Context: an optimization exercise on an open-source flow, tuned for small area and a short achievable clock period. The choices shown serve that exercise and are no tape-out recipe.
The RTL was checked by simulation tests, not by an equivalence proof against the original design.
No activity file was given, so power comes from the tool's default toggle rates.

Setup of P:
Design counter, start of the top module:
module counter(out,data,load,reset,clk);
parameter n=939;
output[n-1:0] out;
input[n-1:0] data;
input load,clk,reset;
reg[n-1:0] out;
wire[n-1:0] nxt;
wire[234:0] gn;    
wire bf0;
wire bf1;
wire bf2;
wire bf3;
wire bf4;
wire bf5;
wire bf6;
wire bf7;
wire bf8;
wire bf9;
wire bf10;
wire bf11;
wire bf12;
wire bf13;
wire bf14;
wire bf15;
wire bf16;
wire bf17;
wire bf18;
wire bf19;
wire bf20;
wire bf21;
wire bf22;
wire bf23;
wire bf24;
wire bf25;
wire bf26;
wire bf27;
wire bf28;
wire bf29;
wire bf30;
wire bf31;
wire bf32;
wire bf33;
wire bf34;
wire bf35;
wire bf36;
wire bf37;
wire bf38;
wire bf39;
wire bf40;
wire bf41;
wire bf42;
wire bf43;
wire bf44;
wire bf45;
wire bf46;
wire bf47;
wire bf48;
wire bf49;
wire bf50;
wire bf51;
wire bf52;
wire bf53;
wire bf54;
wire bf55;
wire bf56;
wire bf57;
wire bf58;
wire bf59;
wire bf60;
wire bf61;
wire bf62;
wire bf63;
wire bf64;
wire bf65;
wire bf66;
wire bf67;
wire bf68;
wire bf69;
wire bf70;
wire bf71;
wire bf72;
wire bf73;
wire bf74;
wire bf75;
wire bf76;
wire bf77;
wire bf78;
wire bf79;
wire bf80;
wire bf81;
wire bf82;
wire bf83;
wire bf84;
wire bf85;
wire bf86;
wire bf87;
wire bf88;
wire bf89;
wire bf90;
wire bf91;
wire bf92;
wire bf93;
wire bf94;
wire bf95;
wire bf96;
wire bf97;
wire bf98;
wire bf99;
wire bf100;
wire bf101;
wire bf102;
wire bf103;
wire bf104;
wire bf105;
wire bf106;
wire bf107;
wire bf108;
wire bf109;
wire bf110;
wire bf111;
wire bf112;
wire bf113;
wire bf114;
wire bf115;
wire bf116;
wire p0_1;
wire p0_2;
wire p0_3;
wire p0_4;
wire p0_5;
wire p0_6;
wire p0_7;
wire p0_8;
wire p0_9;
wire p0_10;
wire p0_11;
wire p0_12;
wire p0_13;
wire p0_14;
wire p0_15;
wire p0_16;
wire p0_17;
wire p0_18;
wire p0_19;
wire p0_20;
wire p0_21;
wire p0_22;
wire p0_23;
wire p0_24;
wire p0_25;
wire p0_26;
wire p0_27;
wire p0_28;
wire p0_29;
wire p0_30;
wire p0_31;
  ...
For scale: roughly 5300 cells after synthesis, about 1900 I/O pins, about 50000 µm² of cells after synthesis.
export LEC_CHECK = 0
export CAP_MARGIN = 20
export CORE_AREA = 4 4 556 176
export CTS_CLUSTER_DIAMETER = 60
export CTS_CLUSTER_SIZE = 20
export DIE_AREA = 0 0 560 180
export PLACE_DENSITY = 0.5
export SETUP_SLACK_MARGIN = 4.0
export SLEW_MARGIN = 20
export SYNTH_HIERARCHICAL = 1
export SYNTH_MINIMUM_KEEP_SIZE = 0
create_clock -name core_clock -period 7.0 [get_ports {clk}]
standard.sh (not shown) runs the stock make flow with config.mk's settings and CLKGATE_MAP_FILE= SYNTH_SCRIPT=/design/flow/synth_recipe.tcl, a recipe that flattens the netlist after the stock synthesis.
==> flow/flow/run.sh <==
#!/bin/bash
export BUFFER_PORTS_ARGS="-buffer_cell sky130_fd_sc_hd__buf_1"
export PLACE_PINS_ARGS="-min_distance 1 -min_distance_in_tracks"
cp standard.sh standard.sh.txt
bash standard.sh > standard.log 2>&1
Edits applied to the flow inputs when going from P to Q:
# P
export LEC_CHECK = 0
export CAP_MARGIN = 20
export CORE_AREA = 4 4 556 176
export CTS_CLUSTER_DIAMETER = 60
export CTS_CLUSTER_SIZE = 20
export DIE_AREA = 0 0 560 180
export PLACE_DENSITY = 0.5
export SETUP_SLACK_MARGIN = 4.0
export SLEW_MARGIN = 20
export SYNTH_HIERARCHICAL = 1
export SYNTH_MINIMUM_KEEP_SIZE = 0
create_clock -name core_clock -period 7.0 [get_ports {clk}]
# Q
export LEC_CHECK = 0
export CAP_MARGIN = 20
export CORE_AREA = 4 4 526 176
export CTS_CLUSTER_DIAMETER = 60
export CTS_CLUSTER_SIZE = 20
export DIE_AREA = 0 0 530 180
export PLACE_DENSITY = 0.5
export SETUP_SLACK_MARGIN = 4.0
export SLEW_MARGIN = 20
export SYNTH_HIERARCHICAL = 1
export SYNTH_MINIMUM_KEEP_SIZE = 0
create_clock -name core_clock -period 7.0 [get_ports {clk}]
## What came out
Across both runs, maximum fanout encountered on the critical timing path was lower for Q than for P.
Of Q and P, Q shows the higher utilization of the core after routing, with P below it.
Relative to P, portion of the clock cycle consumed by the worst path in the final layout has increased by 0.55 points in Q.
Row initial antenna violation count: Q lower / P higher
Measured against each other, Q and P differ in fraction of final layout cells with drive strength greater than 1, the lower figure coming from Q.
Of Q and P, Q shows the lower layout-stage area growth over the synthesis result, with P above it.
Met2 demand-to-capacity share in global routing: Q vs P up 3.1 points
Against P, Q reports a maximum number of pins on one net before global-route repair that is lower.
The overall power on Q is in line with that on P.
Compared Q against P; clock power within noise.


== job 6351 ==
Starting RTL as in the previous note.
Settings: LEC_CHECK=0, CAP_MARGIN=20, CORE_AREA=4 4 556 176, CTS_CLUSTER_DIAMETER=60, CTS_CLUSTER_SIZE=24, DIE_AREA=0 0 560 180, PLACE_DENSITY=0.6, SETUP_SLACK_MARGIN=4.0, SLEW_MARGIN=20, SYNTH_HIERARCHICAL=1, SYNTH_MINIMUM_KEEP_SIZE=0; clock period 7.0 ns.
Scripts as last shown in full above: flow/flow/run.sh
The inputs of job 2318 differ from those of job 6351 as listed below.
Settings: changing CTS_CLUSTER_SIZE from 24 to 20; changing PLACE_DENSITY from 0.6 to 0.7.
### Flow results
There was hardly any difference in final layout net count between job 6351 and job 2318.
Per the final summary, job 2318 finished and its layout is clean on timing, DRC and antenna.
Diff job 6351 -> job 2318: design area held; utilization went up; final critical delay including setup and external delays went down; final worst-path setup slack went up.
Job 2318 vs. job 6351: total power divided by cell area increased by 2.5% relative to the old numbers, area growth from synthesis to layout increased by 0.33 points relative to the old numbers.
### job 2318 -> job 9879
Settings: CTS_CLUSTER_DIAMETER no longer set, was 60; CTS_CLUSTER_SIZE no longer set, was 20.
--- outcome ---
- Summary — switching power, job 9879 relative to job 2318: higher, by 7.2%.
- Sequential share of layout area for job 9879 is lower than for job 2318.
- Job 9879 against job 2318; first-pass GRT wire length is up slightly.
- Taking job 2318 as the reference point, the non-clock buffer area fraction after layout of job 9879 falls by 0.30 points.
[inputs] job 8258 vs job 9879
Settings: SETUP_SLACK_MARGIN now 3.8, was 4.0.
[summary]
Against job 9879, job 8258 reports a sequential share of layout area that is higher. Compared with job 9879, job 8258 shows a higher number of fillers in the final layout. Number of cells traversed by the worst hold path: higher on job 9879. Critical path endpoint = out[676]: job 9879; critical path endpoint = out[396]: job 8258. Delta (job 8258 minus job 9879): number of max-cap violations held steady, count of TritonRoute iterations in the first routing pass shrank by 1. Job 8258 vs job 9879: total internal power down. Post-cts gate resize count, job 9879 and job 8258: larger value in job 9879. Changes observed in job 8258 relative to job 9879: final worst-path cycle share increased 2.6 points, clock period minus worst slack increased 180 ps. Measured against job 9879, the count of buffers not belonging to the clock network in the layout of job 8258 comes out at 0.946 times the reference value. Between job 9879 and job 8258, the number of vias per cell after detailed routing figures differ only marginally.
For job 8731, these inputs were changed with respect to job 8258:
Settings: a change of PLACE_DENSITY from 0.7 to 0.75; a change of CORE_AREA from 4 4 556 176 to 4 4 296 296; a change of DIE_AREA from 0 0 560 180 to 0 0 300 300; a change of SETUP_SLACK_MARGIN from 3.8 to 4.0.
Results
In the summary table, job 8731 is marked failed, with error GRT-0116 raised in global routing. From job 8258 to job 8731 the numbers moved as follows: total instance count after detailed placement lower, routability congestion estimate climbed 2.6%, die boundary height now larger. From job 8258 to job 8731 the numbers moved as follows: effective utilization at floorplan grew by 5.7 points; placed standard-cell area -230 um2; estimated wirelength of the detail-placed design picked up an extra about 8%; post-cts resize count fell 2.7%; synthesized cell area now sits at about the same level. Worst-case setup slack after placement in job 8731 vs job 8258: up 470 ps. Min number of rows in the core area across job 8731 and job 8258: job 8258.


counter again, from the RTL that the note above started with.
clock: 7.0 ns
lec_check: 0
cap_margin: 20
core_area: 4 4 556 176
die_area: 0 0 560 180
place_density: 0.7
setup_slack_margin: 4.2
slew_margin: 20
synth_hierarchical: 1
synth_minimum_keep_size: 0
Scripts as last shown in full above: flow/flow/run.sh
The first run finished clean.
Then changed:
--- a/flow/config.mk
+++ b/flow/config.mk
@@ -9,5 +9,7 @@
 export CORE_AREA = 4 4 556 176
+export CTS_CLUSTER_DIAMETER = 60
+export CTS_CLUSTER_SIZE = 20
 export DIE_AREA = 0 0 560 180
 export PLACE_DENSITY = 0.7
-export SETUP_SLACK_MARGIN = 4.2
+export SETUP_SLACK_MARGIN = 4.0
 export SLEW_MARGIN = 20
@@ -15 +17,2 @@
 export SYNTH_MINIMUM_KEEP_SIZE = 0
+export TNS_END_PERCENT = 10
After rerunning: Worst setup slack degrades by 40 ps. Sequential power came out higher slightly. First-iteration DRC count goes down by about a fifth. Wire length goes down by a few percent.
Then changed:
--- a/flow/config.mk
+++ b/flow/config.mk
@@ -12,3 +12,3 @@
 export DIE_AREA = 0 0 560 180
-export PLACE_DENSITY = 0.7
+export PLACE_DENSITY = 0.45
 export SETUP_SLACK_MARGIN = 4.0
@@ -17,2 +17 @@
 export SYNTH_MINIMUM_KEEP_SIZE = 0
-export TNS_END_PERCENT = 10
Result:
- sequential cell count stays the same
- worst hold slack improved by 42 ps
- wire length fell by about 10%
- clock power fell by about 2%
- non-clock buffer count fell by 21
- register-to-register slack improved by 70 ps
- first-iteration DRC count fell by about 20%
- final area is about the same


== build 96 ==
counter again, from the RTL that the note above started with.
clock: 7.0 ns
lec_check: 0
cap_margin: 20
core_area: 4 4 556 176
cts_cluster_diameter: 60
cts_cluster_size: 20
die_area: 0 0 560 180
place_density: 0.6
setup_slack_margin: 4.0
slew_margin: 20
synth_hierarchical: 1
synth_minimum_keep_size: 0
Scripts as last shown in full above: flow/flow/run.sh
> inputs changed (build 96 -> build 60)
- PLACE_DENSITY: 0.6 -> 0.4
### Flow results
Compared with build 96, build 60 shows a higher maximum net fanout on the critical path. Build 60: global-route met1 utilization 1.2 points below build 96. The wire length of the first global-routing pass in build 60 was lower than what build 96 gave. On via count: between build 60 and build 96, it ends up lower for build 60. The post-detailed-placement half-perimeter wirelength number comes out higher for build 96 vs build 60.
## Diff of input files: build 7 against build 60
- clearing CTS_CLUSTER_DIAMETER, which used to be 60
- swapping 0.4 for 0.6 in PLACE_DENSITY
- swapping 4.0 for 4.3 in SETUP_SLACK_MARGIN
- swapping 4 4 556 176 for 4 4 336 336 in CORE_AREA
- swapping 0 0 560 180 for 0 0 340 340 in DIE_AREA
- putting CTS_BUF_LIST at sky130_fd_sc_hd__clkbuf_4 sky130_fd_sc_hd__clkbuf_8 where nothing was set
- Build 7 -> build 60: number of primary I/O pins delta 0, exact match
- Reported for build 60 and build 7, maximum root-to-sink buffer count turned out identical to the last digit.
- Between build 60 and build 7, the worst setup slack before clock tree synthesis is lower for build 60.
- Build 7 vs build 60 — number of buffers added for setup after CTS climbed by more than 100%
- Compared with build 60, in build 7 maximum level of the CTS H-tree higher; initial standard-cell utilization of the core went down by 7.9 points; number of nets produced by synthesis held; count of placed standard cells including taps now larger; number of buffers created by CTS now sits higher.
- For build 7, the flow was terminated by a tool error in global routing and produced no final design.
- Compare build 60 and build 7 | HPWL after detailed placement lower: build 60
- Of build 60 and build 7, the lower standard cell area after detailed placement belongs to build 60.
Setup changes, build 7 to build 53
- SETUP_SLACK_MARGIN now 3.9, was 4.3
- PLACE_DENSITY now 0.5, was 0.6
- CTS_BUF_LIST no longer set, was sky130_fd_sc_hd__clkbuf_4 sky130_fd_sc_hd__clkbuf_8
- CORE_AREA now 4 4 556 176, was 4 4 336 336
- DIE_AREA now 0 0 560 180, was 0 0 340 340
- CTS_CLUSTER_DIAMETER now 60, previously not set
==> comparison <==
- Build 53: PASS, flow complete, no timing, DRC or antenna violations
- Against build 7, build 53 comes in 65% higher on width of the chip.
- Per the comparison of build 53 with build 7, routability congestion estimate moved down, synthesized cell count level, number of buffers inserted by post-CTS setup repair moved down, y dimension of the die moved down, cell count after placement moved down.


Starting RTL as in the previous note.
==> flow/config.mk <==
export PLATFORM = sky130hd
export DESIGN_NAME = counter
export DESIGN_NICKNAME = counter
export VERILOG_FILES = /design/flow/design.v
export SDC_FILE = /design/flow/constraint.sdc
export NUM_CORES = 4
export LEC_CHECK = 0
export CAP_MARGIN = 20
export CORE_AREA = 4 4 556 176
export CTS_CLUSTER_DIAMETER = 60
export CTS_CLUSTER_SIZE = 20
export DIE_AREA = 0 0 560 180
export PLACE_DENSITY = 0.5
export SETUP_SLACK_MARGIN = 4.1
export SLEW_MARGIN = 20
export SYNTH_HIERARCHICAL = 1
export SYNTH_MINIMUM_KEEP_SIZE = 0
==> flow/constraint.sdc <==
create_clock -name core_clock -period 7.0 [get_ports {clk}]
set_input_delay 1.4000 -clock core_clock [delete_from_list [all_inputs] [get_ports {clk}]]
set_output_delay 1.4000 -clock core_clock [all_outputs]
set_load 0.01 [all_outputs]
Scripts as last shown in full above: flow/flow/run.sh
Next try:
--- a/flow/config.mk
+++ b/flow/config.mk
@@ -8 +8 @@
-export CAP_MARGIN = 20
+export CAP_MARGIN = 10
@@ -13,3 +13,3 @@
-export PLACE_DENSITY = 0.5
-export SETUP_SLACK_MARGIN = 4.1
-export SLEW_MARGIN = 20
+export PLACE_DENSITY = 0.7
+export SETUP_SLACK_MARGIN = 4.0
+export SLEW_MARGIN = 10
The changed run completed with no timing, DRC or antenna violations.
Power rose by 0.47%.
Design area came out lower by 2.8%.
Sequential share of layout area is higher by 1.0 points.
Final cell count is lower by 1.3%.
Critical path depth shrinks by 1.
Wire length climbs by 8.7%.
Die area does not change.
Global-route usage increases by 4.3 points.

-- port drivers added, routing unchanged --
The flow's constraints put no driver on any port. The routed layouts listed below were extracted and timed again, unchanged, in two steps.
Step 1 (the two cells are an assumption about what drives the block):
set clk [get_ports {clk}]
set_driving_cell -lib_cell sky130_fd_sc_hd__clkbuf_16 $clk
set_driving_cell -lib_cell sky130_fd_sc_hd__buf_2 [delete_from_list [all_inputs] $clk]
Step 2, shift: input delay + t, output delay - t, t = (earliest + latest rising clock arrival at the registers) / 2. This alone moves slack from input paths to output paths.
Three values: no drivers, after step 1, after step 2; two values: the first two.
run | t (ns) | slack for setup (ns) | hold WS [ns] | latest minus earliest clock arrival (ns)
P | 0.755 | 3.946 / 3.946 / 3.328 | 0.616 / 0.616 / 0.616 | 0.040 / 0.040
Q | 0.738 | 3.908 / 3.908 / 3.468 | 0.573 / 0.573 / 0.573 | 0.020 / 0.020
job 6351 | 0.738 | 3.899 / 3.899 / 3.417 | 0.617 / 0.617 / 0.617 | 0.023 / 0.023
job 2318 | 0.766 | 3.914 / 3.914 / 3.219 | 0.624 / 0.624 / 0.624 | 0.040 / 0.040
job 9879 | 0.750 | 3.840 / 3.840 / 3.346 | 0.573 / 0.573 / 0.573 | 0.035 / 0.035
job 8258 | 0.747 | 3.659 / 3.659 / 3.284 | 0.507 / 0.507 / 0.507 | 0.026 / 0.026
the first run of note 3 | 0.758 | 3.916 / 3.916 / 3.681 | 0.624 / 0.624 / 0.624 | 0.032 / 0.033
the second run of note 3 | 0.764 | 3.876 / 3.876 / 3.261 | 0.574 / 0.574 / 0.574 | 0.036 / 0.035
the third run of note 3 | 0.755 | 3.946 / 3.946 / 3.328 | 0.616 / 0.616 / 0.616 | 0.040 / 0.040
build 96 | 0.756 | 3.901 / 3.901 / 3.418 | 0.539 / 0.539 / 0.539 | 0.023 / 0.023
build 60 | 0.755 | 3.946 / 3.946 / 3.328 | 0.616 / 0.616 / 0.616 | 0.040 / 0.040
build 53 | 0.758 | 3.854 / 3.854 / 3.284 | 0.580 / 0.580 / 0.580 | 0.024 / 0.024
the first run of note 5 | 0.761 | 3.947 / 3.947 / 3.449 | 0.581 / 0.581 / 0.581 | 0.024 / 0.024
the second run of note 5 | 0.766 | 3.914 / 3.914 / 3.219 | 0.624 / 0.624 / 0.624 | 0.040 / 0.040
After both steps setup and hold are still met in every run listed.
